Context: an optimization exercise on an open-source flow, tuned for small area. The choices shown serve that exercise and are no tape-out recipe. The RTL was checked by simulation tests, not by an equivalence proof against the original design. Power and IR drop assume default switching activity.

Setup of job 103:
Design snake_game, start of the top module:
module snake_game(clk, rs, rw, en, dat, rst, up, dwn, lef, rig, led, seg, buz);
    input up, dwn, lef, rig, rst, clk;
    output [7:0] dat;
    output rs, rw, en;
    output [3:0] led;
    output [6:0] seg;
    output buz;
    localparam [6:0] CELL_Z  = 7'b0011111;   
    localparam [6:0] CELL_19 = 7'b0010011;   
    reg [7:0] dat;
    reg rs;
    reg [4:0] next;
    reg [14:0] n;
    reg dl;                 
    reg [14:0] score;
    reg [1:0] dir;
    reg [1:0] ld;           
    reg [6:0] pos;          
    reg clk_food;
    reg game_over;
    reg z;                  
    reg [6:0] cr;           
    reg [1:0] R [0:79];
    reg [6:0] p;
    reg [6:0] S;            
    reg [6:0] A;            
    reg [1:0] dA, dB, dC;   
    reg sa;
    reg [1:0] d0r;
    reg [6:0] cj;           
    reg fnd;
    reg [6:0] ci;           
    reg cif;
    integer k;
    wire [3:0] q;
    wire [6:0] h;
    wire tick;
    wire q15 = (q == 4'd15);
    wire lcd_step = (q == 4'd7);
    wire f0;
    wire [6:0] fi;
    wire food_step;
    CLK_100HZ U3 (clk, rst, q);
    CLK_1HZ U1 (clk, rst, q15, h, tick);
    DISPLAY_7SEG U2 (clk, rst, q15, food_step, score[13:0] == 14'h3fff, seg, led);
    sound U4 (clk, rst, buz);
    RNG U5 (clk, rst, food_step, f0, fi);
    function [6:0] mv;
        input [6:0] c;
  ...
For scale: about 1600 cells after synthesis, roughly 29 I/O pins, about 0.014 mm2 of cells after synthesis.
export LEC_CHECK = 0
export CAP_MARGIN = 20
export CORE_MARGIN = 2
export CORE_UTILIZATION = 60
export CTS_BUF_LIST = sky130_fd_sc_hd__clkbuf_8
export CTS_CLUSTER_DIAMETER = 50
export CTS_CLUSTER_SIZE = 20
export SLEW_MARGIN = 20
create_clock -name core_clock -period 25.0 [get_ports {clk}]
standard.sh (not shown) runs the stock make flow with config.mk's settings and CLKGATE_MAP_FILE= SYNTH_SCRIPT=/design/flow/synth_recipe.tcl, a recipe that flattens the netlist after the stock synthesis.
==> flow/flow/run.sh <==
#!/bin/bash
# Own flow: the standard synthesis, then the combinational logic between
# the registers re-mapped by ABC for area (flow/remap.tcl; every register keeps
# its instance, cell type and nets), proved equivalent to the standard netlist
# (flow/equiv.tcl), then the standard layout from there, with the smallest
# buffer on the ports.
set -euo pipefail
R="$PWD/orfs/results/$FLOW_PLATFORM/snake_game/base"
YOSYS="$FLOW_HOME/../tools/install/yosys/bin/yosys"
[[ -x "$YOSYS" ]] || YOSYS=yosys
export REMAP_LIB="$FLOW_HOME/platforms/$FLOW_PLATFORM/lib/sky130_fd_sc_hd__tt_025C_1v80.lib"

bash standard.sh synth > synth.log 2>&1
cp "$R/1_2_yosys.v" standard_1_2_yosys.v

# ABC scripts, most aggressive first; the first whose result is proved
# equivalent is used, else the standard netlist stays
SCRIPTS=(
  "strash;dc2;dc2;dch,-f;amap;strash;dc2;dch,-f;amap;mfs3,-a"
  "strash;dc2;dc2;dch,-f;amap;strash;dc2;dch,-f;amap"
  "strash;ifraig;dc2;strash;dch,-f;map,-a"
)
i=0
for s in "${SCRIPTS[@]}"; do
  i=$((i+1))
  if REMAP_SCRIPT="$s" REMAP_NETLIST="$PWD/standard_1_2_yosys.v" REMAP_OUT="$PWD/remap_$i.v" \
       "$YOSYS" -c flow/remap.tcl > remap_$i.log 2>&1 &&
     EQUIV_GOLD="$PWD/standard_1_2_yosys.v" EQUIV_GATE="$PWD/remap_$i.v" \
       timeout 1200 "$YOSYS" -c flow/equiv.tcl > equiv_$i.log 2>&1; then
    cp "remap_$i.v" "$R/1_2_yosys.v"
    echo "using remap script $i: $s" > remap_choice.txt
    break
  fi
done

export BUFFER_PORTS_ARGS="-buffer_cell sky130_fd_sc_hd__buf_1"
bash standard.sh > layout.log 2>&1
Other scripts of this flow, unchanged in this note and not shown: flow/flow/equiv.tcl, flow/flow/remap.tcl
Input-level comparison between job 102 and job 103:
Settings: a change of CTS_CLUSTER_DIAMETER from 50 to 70.
==> run summary <==
Job 102 ends up with lower worst hold slack than job 103 does.
Changes observed in job 102 relative to job 103: least setup slack across all paths after layout now larger; wire length now smaller.
Comparing post-route core utilization for job 102 and job 103, the bigger number came from job 103.
Compared with job 103, job 102 ends up with a smaller final cell area.

========
Another version of the RTL of snake_game (not shown whole).
For scale: roughly 1600 cells after synthesis, roughly 29 I/O pins, about 0.014 mm2 of cells after synthesis.
Settings: LEC_CHECK=0, CAP_MARGIN=20, CORE_MARGIN=2, CORE_UTILIZATION=60, SLEW_MARGIN=20; clock period 25.0 ns.
==> flow/flow/run.sh <==
#!/bin/bash
# Own flow: the standard synthesis, then the combinational logic between
# the registers re-mapped by ABC for area (flow/remap.tcl; every register keeps
# its instance, cell type and nets), proved equivalent to the standard netlist
# (flow/equiv.tcl), then the standard layout from there, with the smallest
# buffer on the ports and a clock tree without dummy loads.
set -euo pipefail
R="$PWD/orfs/results/$FLOW_PLATFORM/snake_game/base"
YOSYS="$FLOW_HOME/../tools/install/yosys/bin/yosys"
[[ -x "$YOSYS" ]] || YOSYS=yosys
export REMAP_LIB="$FLOW_HOME/platforms/$FLOW_PLATFORM/lib/sky130_fd_sc_hd__tt_025C_1v80.lib"

bash standard.sh synth > synth.log 2>&1
cp "$R/1_2_yosys.v" standard_1_2_yosys.v

# ABC scripts, most aggressive first; the first whose result is proved
# equivalent is used, else the standard netlist stays
SCRIPTS=(
  "strash;dc2;dc2;dch,-f;amap;strash;dc2;dch,-f;amap;mfs3,-a"
  "strash;dc2;dc2;dch,-f;amap;strash;dc2;dch,-f;amap"
  "strash;ifraig;dc2;strash;dch,-f;map,-a"
)
i=0
for s in "${SCRIPTS[@]}"; do
  i=$((i+1))
  if REMAP_SCRIPT="$s" REMAP_NETLIST="$PWD/standard_1_2_yosys.v" REMAP_OUT="$PWD/remap_$i.v" \
       "$YOSYS" -c flow/remap.tcl > remap_$i.log 2>&1 &&
     EQUIV_GOLD="$PWD/standard_1_2_yosys.v" EQUIV_GATE="$PWD/remap_$i.v" \
       timeout 1200 "$YOSYS" -c flow/equiv.tcl > equiv_$i.log 2>&1; then
    cp "remap_$i.v" "$R/1_2_yosys.v"
    echo "using remap script $i: $s" > remap_choice.txt
    break
  fi
done

export BUFFER_PORTS_ARGS="-buffer_cell sky130_fd_sc_hd__buf_1"
# clock tree: clusters of up to 20 registers on clkbuf_8, no dummy loads
export CTS_ARGS="-sink_clustering_enable -repair_clock_nets -sink_clustering_size 30 -sink_clustering_max_diameter 45 -buf_list sky130_fd_sc_hd__clkbuf_16 -root_buf sky130_fd_sc_hd__clkbuf_4 -tree_buf sky130_fd_sc_hd__clkbuf_4 -dont_use_dummy_load"
bash standard.sh > layout.log 2>&1
Other scripts of this flow, unchanged in this note and not shown: flow/flow/equiv.tcl, flow/flow/remap.tcl
==> next run, changes <==
--- a/flow/flow/run.sh
+++ b/flow/flow/run.sh
@@ -36,4 +36,4 @@
 export BUFFER_PORTS_ARGS="-buffer_cell sky130_fd_sc_hd__buf_1"
 # clock tree: clusters of up to 20 registers on clkbuf_8, no dummy loads
-export CTS_ARGS="-sink_clustering_enable -repair_clock_nets -sink_clustering_size 30 -sink_clustering_max_diameter 45 -buf_list sky130_fd_sc_hd__clkbuf_16 -root_buf sky130_fd_sc_hd__clkbuf_4 -tree_buf sky130_fd_sc_hd__clkbuf_4 -dont_use_dummy_load"
+export CTS_ARGS="-sink_clustering_enable -repair_clock_nets -sink_clustering_size 20 -sink_clustering_max_diameter 60 -buf_list sky130_fd_sc_hd__clkbuf_8 -root_buf sky130_fd_sc_hd__clkbuf_4 -tree_buf sky130_fd_sc_hd__clkbuf_4 -dont_use_dummy_load"
 bash standard.sh > layout.log 2>&1
After rerunning:
- The changed run ran to the end with no violations
- clock power goes down by a quarter to a third
- clock-buffer cell count shrinks by 5
- worst setup slack improved by 0.095 ns
- utilization goes down by 1.7 points
- power drops by roughly a tenth
==> next run, changes <==
Settings changed: CORE_UTILIZATION 60 to 65, PLACE_DENSITY from default to 0.8.
The new run completed with no timing, DRC or antenna violations. Utilization rises by 5.1 points. Area after synthesis stays the same. Setup slack improves by 0.050 ns. Wire length falls by 2.6%. Worst hold slack degrades by 0.031 ns. Design area barely changes. Global-route usage rises by 1.5 points. Maximum frequency rises by 0.64%. Non-clock buffer count falls by 3. Via count stays flat.
==> next run, changes <==
Settings changed: CORE_UTILIZATION 65 to 60, PLACE_DENSITY 0.8 to 0.85.
After rerunning:
- first-iteration DRC count rose by 18%
- maximum frequency falls by 0.47%
- setup slack gets worse by 0.036 ns
- non-clock buffer count stays the same

========
RTL: one of the versions met above, not the one the previous note started from.
Size: roughly 1800 cells after synthesis, ~370 flip-flops, ~29 I/O pins, about 17000 um2 of cells after synthesis.
==> flow/design.v (excerpt) <==
module snake_game(clk, rs, rw, en, dat, rst, up, dwn, lef, rig, led, seg, buz);
Settings: LEC_CHECK=0, CAP_MARGIN=20, CORE_MARGIN=2, CORE_UTILIZATION=40, CTS_BUF_LIST=sky130_fd_sc_hd__clkbuf_8, CTS_CLUSTER_DIAMETER=50, CTS_CLUSTER_SIZE=20, SLEW_MARGIN=20; clock period 25.0 ns.
run.sh (not shown) runs the stock make flow with config.mk's settings and CLKGATE_MAP_FILE= SYNTH_SCRIPT=/design/flow/synth_recipe.tcl, a recipe that flattens the netlist after the stock synthesis.
Stock flow here: none of the scripts above is used.
Next try:
--- a/flow/config.mk
+++ b/flow/config.mk
@@ -8 +8 @@
-export CAP_MARGIN = 20
+export CAP_MARGIN = 0
@@ -10 +10 @@
-export CORE_UTILIZATION = 40
+export CORE_UTILIZATION = 60
@@ -14 +14 @@
-export SLEW_MARGIN = 20
+export SLEW_MARGIN = 0
Result: Clock-buffer cell count falls by 7. Final cell count drops by 6.8%. Cell area goes down by 1.9%. Total power drops by 4.1%. Clock skew goes up by 0.010 ns. Hold slack gets worse by 0.0049 ns.

========
snake_game, a different RTL version from the one above (not shown whole).
Size in the first run: roughly 1800 cells after synthesis, roughly 29 I/O pins, roughly 0.018 mm² of cells after synthesis.
## snake_game
module snake_game(clk, rs, rw, en, dat, rst, up, dwn, lef, rig, led, seg, buz);
export LEC_CHECK = 0
export CAP_MARGIN = 20
export CORE_MARGIN = 2
export CORE_UTILIZATION = 40
export SLEW_MARGIN = 20
create_clock -name core_clock -period 25.0 [get_ports {clk}]
Edit:
Settings changed: CTS_BUF_LIST from default to sky130_fd_sc_hd__clkbuf_4, CTS_CLUSTER_SIZE from default to 30.
After rerunning: Global-route usage climbs by 0.36 points; fmax stays flat; synthesized cell count is unchanged; total power is lower by 4.5%.

========
Setup of build 71:
snake_game, a different RTL version from the one above (not shown whole).
Size in the first run: ~1,500 cells after synthesis, roughly 29 I/O pins, ~14,000 um2 of cells after synthesis.
==> flow/config.mk <==
export PLATFORM = sky130hd
export DESIGN_NAME = snake_game
export DESIGN_NICKNAME = snake_game
export VERILOG_FILES = /design/flow/design.v
export SDC_FILE = /design/flow/constraint.sdc
export NUM_CORES = 4
export LEC_CHECK = 0
export CAP_MARGIN = 20
export CORE_MARGIN = 2
export CORE_UTILIZATION = 60
export SLEW_MARGIN = 20
==> flow/constraint.sdc <==
create_clock -name core_clock -period 25.0 [get_ports {clk}]
set_input_delay 5.0000 -clock core_clock [delete_from_list [all_inputs] [get_ports {clk}]]
set_output_delay 5.0000 -clock core_clock [all_outputs]
set_load 0.01 [all_outputs]
standard.sh (not shown) runs the stock make flow with config.mk's settings and CLKGATE_MAP_FILE= SYNTH_SCRIPT=/design/flow/synth_recipe.tcl, a recipe that flattens the netlist after the stock synthesis.
==> flow/flow/run.sh <==
#!/bin/bash
# Own flow: the standard synthesis, then the combinational logic between
# the registers re-mapped by ABC for area (flow/remap.tcl; every register keeps
# its instance, cell type and nets), proved equivalent to the standard netlist
# (flow/equiv.tcl), then the standard layout from there, with the smallest
# buffer on the ports and a clock tree without dummy loads.
set -euo pipefail
R="$PWD/orfs/results/$FLOW_PLATFORM/snake_game/base"
YOSYS="$FLOW_HOME/../tools/install/yosys/bin/yosys"
[[ -x "$YOSYS" ]] || YOSYS=yosys
export REMAP_LIB="$FLOW_HOME/platforms/$FLOW_PLATFORM/lib/sky130_fd_sc_hd__tt_025C_1v80.lib"

bash standard.sh synth > synth.log 2>&1
cp "$R/1_2_yosys.v" standard_1_2_yosys.v

# ABC scripts, most aggressive first; the first whose result is proved
# equivalent is used, else the standard netlist stays
SCRIPTS=(
  "strash;dc2;dc2;dch,-f;amap;strash;dc2;dch,-f;amap;mfs3,-a"
  "strash;dc2;dc2;dch,-f;amap;strash;dc2;dch,-f;amap"
  "strash;ifraig;dc2;strash;dch,-f;map,-a"
)
i=0
for s in "${SCRIPTS[@]}"; do
  i=$((i+1))
  if REMAP_SCRIPT="$s" REMAP_NETLIST="$PWD/standard_1_2_yosys.v" REMAP_OUT="$PWD/remap_$i.v" \
       "$YOSYS" -c flow/remap.tcl > remap_$i.log 2>&1 &&
     EQUIV_GOLD="$PWD/standard_1_2_yosys.v" EQUIV_GATE="$PWD/remap_$i.v" \
       timeout 1200 "$YOSYS" -c flow/equiv.tcl > equiv_$i.log 2>&1; then
    cp "remap_$i.v" "$R/1_2_yosys.v"
    echo "using remap script $i: $s" > remap_choice.txt
    break
  fi
done

export BUFFER_PORTS_ARGS="-buffer_cell sky130_fd_sc_hd__buf_1"
# clock tree: clusters of up to 20 registers on clkbuf_8, no dummy loads
export CTS_ARGS="-sink_clustering_enable -repair_clock_nets -sink_clustering_size 20 -sink_clustering_max_diameter 60 -buf_list sky130_fd_sc_hd__clkbuf_8 -dont_use_dummy_load"
bash standard.sh > layout.log 2>&1
Other scripts of this flow, unchanged in this note and not shown: flow/flow/equiv.tcl, flow/flow/remap.tcl
What build 80 does differently from build 71 at the input level:
diff --git a/flow/flow/run.sh b/flow/flow/run.sh
--- a/flow/flow/run.sh
+++ b/flow/flow/run.sh
@@ -36,4 +36,4 @@
 export BUFFER_PORTS_ARGS="-buffer_cell sky130_fd_sc_hd__buf_1"
 # clock tree: clusters of up to 20 registers on clkbuf_8, no dummy loads
-export CTS_ARGS="-sink_clustering_enable -repair_clock_nets -sink_clustering_size 20 -sink_clustering_max_diameter 60 -buf_list sky130_fd_sc_hd__clkbuf_8 -dont_use_dummy_load"
+export CTS_ARGS="-sink_clustering_enable -repair_clock_nets -sink_clustering_size 20 -sink_clustering_max_diameter 60 -buf_list sky130_fd_sc_hd__clkbuf_8 -root_buf sky130_fd_sc_hd__clkbuf_4 -tree_buf sky130_fd_sc_hd__clkbuf_4 -dont_use_dummy_load"
 bash standard.sh > layout.log 2>&1
### Flow results
- Build 80 against build 71: wire length level, actual transition at the worst max-transition pin moved up, non-clock buffer total of the final layout level, register-to-register slack moved down.

========
## exp/juniper
RTL: one of the versions met above, not the one the previous note started from.
Size: roughly 1600 cells after synthesis, roughly 29 I/O pins, ~14000 um2 of cells after synthesis.
export LEC_CHECK = 0
export CAP_MARGIN = 20
export CORE_MARGIN = 2
export CORE_UTILIZATION = 70
export SLEW_MARGIN = 20
create_clock -name core_clock -period 25.0 [get_ports {clk}]
==> flow/flow/run.sh <==
#!/bin/bash
# Own flow: the standard synthesis, then the combinational logic between
# the registers re-mapped by ABC for area (flow/remap.tcl; every register keeps
# its instance, cell type and nets), proved equivalent to the standard netlist
# (flow/equiv.tcl), then the standard layout from there, with the smallest
# buffer on the ports and a clock tree without dummy loads.
set -euo pipefail
R="$PWD/orfs/results/$FLOW_PLATFORM/snake_game/base"
YOSYS="$FLOW_HOME/../tools/install/yosys/bin/yosys"
[[ -x "$YOSYS" ]] || YOSYS=yosys
export REMAP_LIB="$FLOW_HOME/platforms/$FLOW_PLATFORM/lib/sky130_fd_sc_hd__tt_025C_1v80.lib"

bash standard.sh synth > synth.log 2>&1
cp "$R/1_2_yosys.v" standard_1_2_yosys.v

# ABC scripts, most aggressive first; the first whose result is proved
# equivalent is used, else the standard netlist stays
SCRIPTS=(
  "strash;dc2;dc2;dch,-f;amap;strash;dc2;dch,-f;amap;mfs3,-a"
  "strash;dc2;dc2;dch,-f;amap;strash;dc2;dch,-f;amap"
  "strash;ifraig;dc2;strash;dch,-f;map,-a"
)
i=0
for s in "${SCRIPTS[@]}"; do
  i=$((i+1))
  if REMAP_SCRIPT="$s" REMAP_NETLIST="$PWD/standard_1_2_yosys.v" REMAP_OUT="$PWD/remap_$i.v" \
       "$YOSYS" -c flow/remap.tcl > remap_$i.log 2>&1 &&
     EQUIV_GOLD="$PWD/standard_1_2_yosys.v" EQUIV_GATE="$PWD/remap_$i.v" \
       timeout 1200 "$YOSYS" -c flow/equiv.tcl > equiv_$i.log 2>&1; then
    cp "remap_$i.v" "$R/1_2_yosys.v"
    echo "using remap script $i: $s" > remap_choice.txt
    break
  fi
done

export BUFFER_PORTS_ARGS="-buffer_cell sky130_fd_sc_hd__buf_1"
# clock tree: clusters of up to 20 registers on clkbuf_8, no dummy loads
export CTS_ARGS="-sink_clustering_enable -repair_clock_nets -sink_clustering_size 20 -sink_clustering_max_diameter 50 -buf_list sky130_fd_sc_hd__clkbuf_8 -root_buf sky130_fd_sc_hd__clkbuf_4 -tree_buf sky130_fd_sc_hd__clkbuf_4 -dont_use_dummy_load"
bash standard.sh > layout.log 2>&1
Other scripts of this flow, unchanged in this note and not shown: flow/flow/equiv.tcl, flow/flow/remap.tcl
exp/juniper | stages: all done | timing, DRC, antenna: all pass
## Diff of input files: exp/xenon against exp/juniper
--- a/flow/flow/run.sh
+++ b/flow/flow/run.sh
@@ -38 +38 @@
-export CTS_ARGS="-sink_clustering_enable -repair_clock_nets -sink_clustering_size 20 -sink_clustering_max_diameter 50 -buf_list sky130_fd_sc_hd__clkbuf_8 -root_buf sky130_fd_sc_hd__clkbuf_4 -tree_buf sky130_fd_sc_hd__clkbuf_4 -dont_use_dummy_load"
+export CTS_ARGS="-sink_clustering_enable -repair_clock_nets -sink_clustering_size 20 -sink_clustering_max_diameter 60 -buf_list sky130_fd_sc_hd__clkbuf_8 -dont_use_dummy_load"
--- a/flow/config.mk
+++ b/flow/config.mk
@@ -10 +10 @@
-export CORE_UTILIZATION = 70
+export CORE_UTILIZATION = 60
Results
- exp/xenon: done, clean on timing, DRC and antenna
- Overall routed net length in exp/xenon is 1000 um below exp/juniper.
- Sort exp/xenon and exp/juniper by all-layer global routing usage, ascending, and exp/xenon comes first.
- Between exp/juniper and exp/xenon, the placer congestion estimate figures differ only marginally.
- The lower cell count came out of exp/juniper.
- Relative to exp/juniper, the final worst-path setup slack of exp/xenon is lower by 210 ps.
The following lists how exp/amber was set up differently from exp/xenon:
--- a/flow/flow/run.sh
+++ b/flow/flow/run.sh
@@ -38 +38 @@
-export CTS_ARGS="-sink_clustering_enable -repair_clock_nets -sink_clustering_size 20 -sink_clustering_max_diameter 60 -buf_list sky130_fd_sc_hd__clkbuf_8 -dont_use_dummy_load"
+export CTS_ARGS="-sink_clustering_enable -repair_clock_nets -sink_clustering_size 20 -sink_clustering_max_diameter 60 -buf_list sky130_fd_sc_hd__clkbuf_8 -root_buf sky130_fd_sc_hd__clkbuf_4 -tree_buf sky130_fd_sc_hd__clkbuf_4 -dont_use_dummy_load"
--- a/flow/config.mk
+++ b/flow/config.mk
@@ -10,0 +11,2 @@
+export GPL_ROUTABILITY_DRIVEN = 0
+export GPL_TIMING_DRIVEN = 0
--- outcome ---
exp/amber vs. exp/xenon: final clock period utilization by the worst path picked up an extra 2.5 points, relative area change from synthesis to final layout neither gained nor lost much, design area neither gained nor lost much, final routed wire length divided by cell count lost about 3%.
Non-clock buffer count, exp/xenon and exp/amber: higher on exp/xenon
In the metrics for exp/xenon and exp/amber, the one carrying the higher final worst hold slack is exp/amber.
Cmp exp/xenon and exp/amber / portion of total power attributed to combinational logic / lower: exp/xenon
For exp/onyx, these inputs were changed with respect to exp/amber:
--- a/flow/config.mk
+++ b/flow/config.mk
@@ -11,2 +10,0 @@
-export GPL_ROUTABILITY_DRIVEN = 0
-export GPL_TIMING_DRIVEN = 0
==> run summary <==
exp/amber → exp/onyx: later-pin clock latency in the skew report saw little to no change, data required time at the worst endpoint flat, met1 routing resource usage after global routing picked up an extra 0.17 points. The proportion of power drawn by the clock network was comparable across exp/onyx and exp/amber. Diff exp/amber -> exp/onyx | global-route usage | increase of 0.68 points. Worst slack at placement: lower on exp/amber. Number of global-route vias before repair: exp/onyx > exp/amber. As far as switching part of the total is concerned, exp/amber and exp/onyx perform about the same. exp/onyx — post-route clock period utilization 2.4 points lower, exp/amber as reference. The non-filler instance count after layout in exp/onyx sits 0.32% above the value recorded for exp/amber.
[inputs] exp/violet vs exp/onyx
--- a/flow/flow/run.sh
+++ b/flow/flow/run.sh
@@ -38 +38 @@
-export CTS_ARGS="-sink_clustering_enable -repair_clock_nets -sink_clustering_size 20 -sink_clustering_max_diameter 60 -buf_list sky130_fd_sc_hd__clkbuf_8 -root_buf sky130_fd_sc_hd__clkbuf_4 -tree_buf sky130_fd_sc_hd__clkbuf_4 -dont_use_dummy_load"
+export CTS_ARGS="-sink_clustering_enable -repair_clock_nets -sink_clustering_size 20 -sink_clustering_max_diameter 50 -buf_list sky130_fd_sc_hd__clkbuf_8 -dont_use_dummy_load"
[summary]
- exp/violet completed every stage of the flow, and the final layout passed the timing, DRC and antenna checks.
- Diff exp/onyx -> exp/violet: post-detailed-route wirelength per cell has remained practically unchanged, routed wire length has remained practically unchanged, net switching power figure has increased, post-route worst hold slack has remained practically unchanged, final total power has increased.
- Relative to exp/onyx, exp/violet improves DRC violation total after the first TritonRoute iteration.
- [compare] base=exp/onyx new=exp/violet: ratio of final minimum period to clock period now sits higher; post-route standard cell area excluding fillers grew by about 0.65%; final critical path time including I/O delays and setup shows an increase of 60 ps.

## separate check: timing with driven ports
No port has a modelled driver above. Below, the same layouts with a new extraction and two added sets of constraints.
Step 1, drivers: a clkbuf_16 drives clk and a buf_2 each remaining input, both assumed.
Step 2 times the ports against the registers' clock, not the clock port: input delays grow and output delays shrink by t, the midpoint of the rising clock arrivals with the driver on.
Three values: ideal ports, drivers, drivers and shift; two values: the first two.
| run | t (ns) | setup slack, ns | worst register clock-pin slew, ns | cell pins on the clock port's net |
|---|---|---|---|---|
| job 103 | 0.595 | 17.379 / 17.379 / 17.379 | 0.11 / 0.11 | 1 |
| job 102 | 0.631 | 17.428 / 17.428 / 17.428 | 0.12 / 0.12 | 1 |
| the first run of note 2 | 0.928 | 17.096 / 17.096 / 16.810 | 0.10 / 0.10 | 1 |
| the second run of note 2 | 0.763 | 17.191 / 17.191 / 16.816 | 0.12 / 0.12 | 1 |
| the third run of note 2 | 0.750 | 17.241 / 17.241 / 16.826 | 0.12 / 0.12 | 1 |
| the fourth run of note 2 | 0.739 | 17.204 / 17.204 / 16.698 | 0.12 / 0.12 | 1 |
| the first run of note 3 | 0.649 | 17.721 / 17.721 / 17.410 | 0.11 / 0.11 | 1 |
| the second run of note 3 | 0.614 | 17.529 / 17.529 / 17.354 | 0.11 / 0.11 | 1 |
| the first run of note 4 | 0.623 | 17.816 / 17.816 / 17.751 | 0.06 / 0.06 | 1 |
| the second run of note 4 | 0.880 | 17.807 / 17.807 / 17.724 | 0.07 / 0.07 | 1 |
| build 71 | 0.605 | 16.344 / 16.344 / 16.344 | 0.11 / 0.11 | 1 |
| build 80 | 0.750 | 16.304 / 16.304 / 16.304 | 0.12 / 0.12 | 1 |
| exp/juniper | 0.769 | 17.711 / 17.711 / 17.315 | 0.12 / 0.12 | 1 |
| exp/xenon | 0.615 | 17.504 / 17.504 / 17.504 | 0.12 / 0.12 | 1 |
| exp/amber | 0.756 | 16.883 / 16.883 / 16.883 | 0.11 / 0.11 | 1 |
| exp/onyx | 0.758 | 17.471 / 17.471 / 17.471 | 0.12 / 0.12 | 1 |
| exp/violet | 0.569 | 17.411 / 17.411 / 17.411 | 0.11 / 0.11 | 1 |
After both steps setup and hold are still met in every run listed. The setup slack of the fourth run of note 2, which loses most, moves by 0.000 ns with the drivers and by -0.506 ns with both steps.
